Source: an optimization exercise on an open RTL-to-GDS flow (aim: small area, a short achievable clock period and few clock cycles per item). Production flows keep margins and buffers that such runs may drop. Where RTL was checked, it was by simulation tests only, not by an equivalence proof against the original. Power and IR drop assume default switching activity.

// viterDecode
module viterDecode(input bitIn,
						 input clk,
						 input reset,
						 input [3:0]rate,
						 output [31:0]bitsOut,
						 output done,
						 output reg ready
    );
Settings: LEC_CHECK=0, CAP_MARGIN=20, CORE_MARGIN=2, CORE_UTILIZATION=40, SLEW_MARGIN=20; clock period 11.0 ns.
run.sh (not shown) runs the stock make flow with config.mk's settings and CLKGATE_MAP_FILE= SYNTH_SCRIPT=/design/flow/synth_recipe.tcl, a recipe that flattens the netlist after the stock synthesis.
Next try:
==> flow/flow/run.sh (new file) <==
#!/bin/bash
# The standard layout (the standard.sh: ORFS synthesis to final layout)
# with a larger setup-slack margin for ORFS's timing repair, so repair keeps
# working below the 11 ns clock. The clock, constraints and every other
# setting are the standard flow's own.
set -euo pipefail
bash standard.sh SETUP_SLACK_MARGIN=7.5 finish > standard_flow.log 2>&1
==> flow/standard.sh (new file) <==
#!/bin/bash
# synth_recipe.tcl (not shown) runs the flow's synth.tcl, then flattens the netlist and writes it again
# the make line also repeats each setting of config.mk as NAME=value (left out here)
make -C /OpenROAD-flow-scripts/flow DESIGN_CONFIG=/design/flow/config.mk WORK_HOME=/design/flow/orfs CLKGATE_MAP_FILE= SYNTH_SCRIPT=/design/flow/synth_recipe.tcl "${@:-finish}"
removed: flow/run.sh
Effect: Via count grows by 0.41%; final area grows by 2.9%; total power grows by 3.0%; global-route usage grows by 0.12 points; wire length grows by 0.93%; count of clock-buffer cells in the layout shrinks by 2; fmax grows by 32%; register-to-register slack is better by 1.1 ns; core utilization grows by 1.3 points; synthesized area does not change; setup slack is better by 1.2 ns.
No functional check of the RTL was part of any run of this note.


Setup of job 2666:
Another version of the RTL of viterDecode (not shown whole).
For scale: roughly 110,000 µm² of cells after synthesis.
clock: 11.0 ns
lec_check: 0
cap_margin: 20
core_margin: 2
core_utilization: 40
cts_buf_list: sky130_fd_sc_hd__clkbuf_8 sky130_fd_sc_hd__clkbuf_16
slew_margin: 20
standard.sh (not shown) runs the stock make flow with config.mk's settings and CLKGATE_MAP_FILE= SYNTH_SCRIPT=/design/flow/synth_recipe.tcl, a recipe that flattens the netlist after the stock synthesis.
==> flow/flow/run.sh <==
#!/bin/bash
# The standard layout (the standard.sh: ORFS synthesis to final layout)
# with a larger setup-slack margin for ORFS's timing repair, so repair keeps
# working below the 11 ns clock. The clock, constraints and every other
# setting are the standard flow's own.
set -euo pipefail
bash standard.sh SETUP_SLACK_MARGIN=7.6 finish > standard_flow.log 2>&1
In summary, job 2666 completed successfully, with a layout that passed the timing, design-rule and antenna checks.
Testbench counts of job 2666, summed over its fixed seeds: cycles 39,192, items 640.
--- input diff job 2666..job 9692 ---
# job 2666
export LEC_CHECK = 0
export CAP_MARGIN = 20
export CORE_MARGIN = 2
export CORE_UTILIZATION = 40
export CTS_BUF_LIST = sky130_fd_sc_hd__clkbuf_8 sky130_fd_sc_hd__clkbuf_16
export SLEW_MARGIN = 20
create_clock -name core_clock -period 11.0 [get_ports {clk}]
# job 9692
export LEC_CHECK = 0
export CAP_MARGIN = 20
export CORE_MARGIN = 2
export CORE_UTILIZATION = 40
export SLEW_MARGIN = 20
create_clock -name core_clock -period 11.0 [get_ports {clk}]
Results
Job 9692 vs. job 2666: share of the cycle needed by the critical path after routing held steady, final critical-path required period about even, met2 routing resource usage after global routing closely matched the old numbers. Between job 2666 and job 9692, the routed wire length does not differ in any meaningful way. On post-route total power, job 9692 and job 2666 are basically level. Any difference in final worst setup slack between job 2666 and job 9692 is small enough to ignore. Diff job 2666 -> job 9692: pin slew with the least headroom to its limit lower; share of the core filled with cells in the final layout roughly the same.
Inputs modified between job 9692 and job 5872:
--- a/flow/flow/run.sh
+++ b/flow/flow/run.sh
@@ -6,2 +6,2 @@
 set -euo pipefail
-bash standard.sh SETUP_SLACK_MARGIN=7.6 finish > standard_flow.log 2>&1
+bash standard.sh SETUP_SLACK_MARGIN=7.45 finish > standard_flow.log 2>&1
--- outcome ---
- Summary of the comparison: sum of internal, switching and leakage power is lower in job 5872, relative to job 9692.
- The buffering overhead in job 5872 was lower than what job 9692 gave.
- On portion of total power attributed to the clock network, job 5872 and job 9692 are basically level.
- Via count of the routed design went down slightly going from job 9692 to job 5872.

==> what the ideal ports hide <==
The flow's constraints put no driver on any port. The routed layouts listed below were extracted and timed again, unchanged, in two steps. Step 1 (the two cells are an assumption about what drives the block):
set clk [get_ports {clk}]
set_driving_cell -lib_cell sky130_fd_sc_hd__clkbuf_16 $clk
set_driving_cell -lib_cell sky130_fd_sc_hd__buf_2 [delete_from_list [all_inputs] $clk]
Step 2 times the ports against the registers' clock, not the clock port: input delays grow and output delays shrink by t, the midpoint of the rising clock arrivals with the driver on. Three values: no drivers, after step 1, after step 2; two values: the first two.
| run | t (ns) | slack for setup (ns) | latest minus earliest clock arrival (ns) | worst slew at a driven data input, ns |
|---|---|---|---|---|
| the first run of note 1 | 0.934 | 6.167 / 6.070 / 6.354 | 0.108 / 0.109 | 0.09 |
| the second run of note 1 | 0.932 | 7.325 / 7.236 / 7.426 | 0.125 / 0.125 | 0.09 |
| job 2666 | 0.981 | 7.384 / 7.289 / 7.516 | 0.130 / 0.130 | 0.09 |
| job 9692 | 0.978 | 7.385 / 7.291 / 7.527 | 0.127 / 0.127 | 0.09 |
| job 5872 | 0.957 | 7.404 / 7.311 / 7.429 | 0.085 / 0.086 | 0.08 |
After both steps every run listed still meets setup and hold.
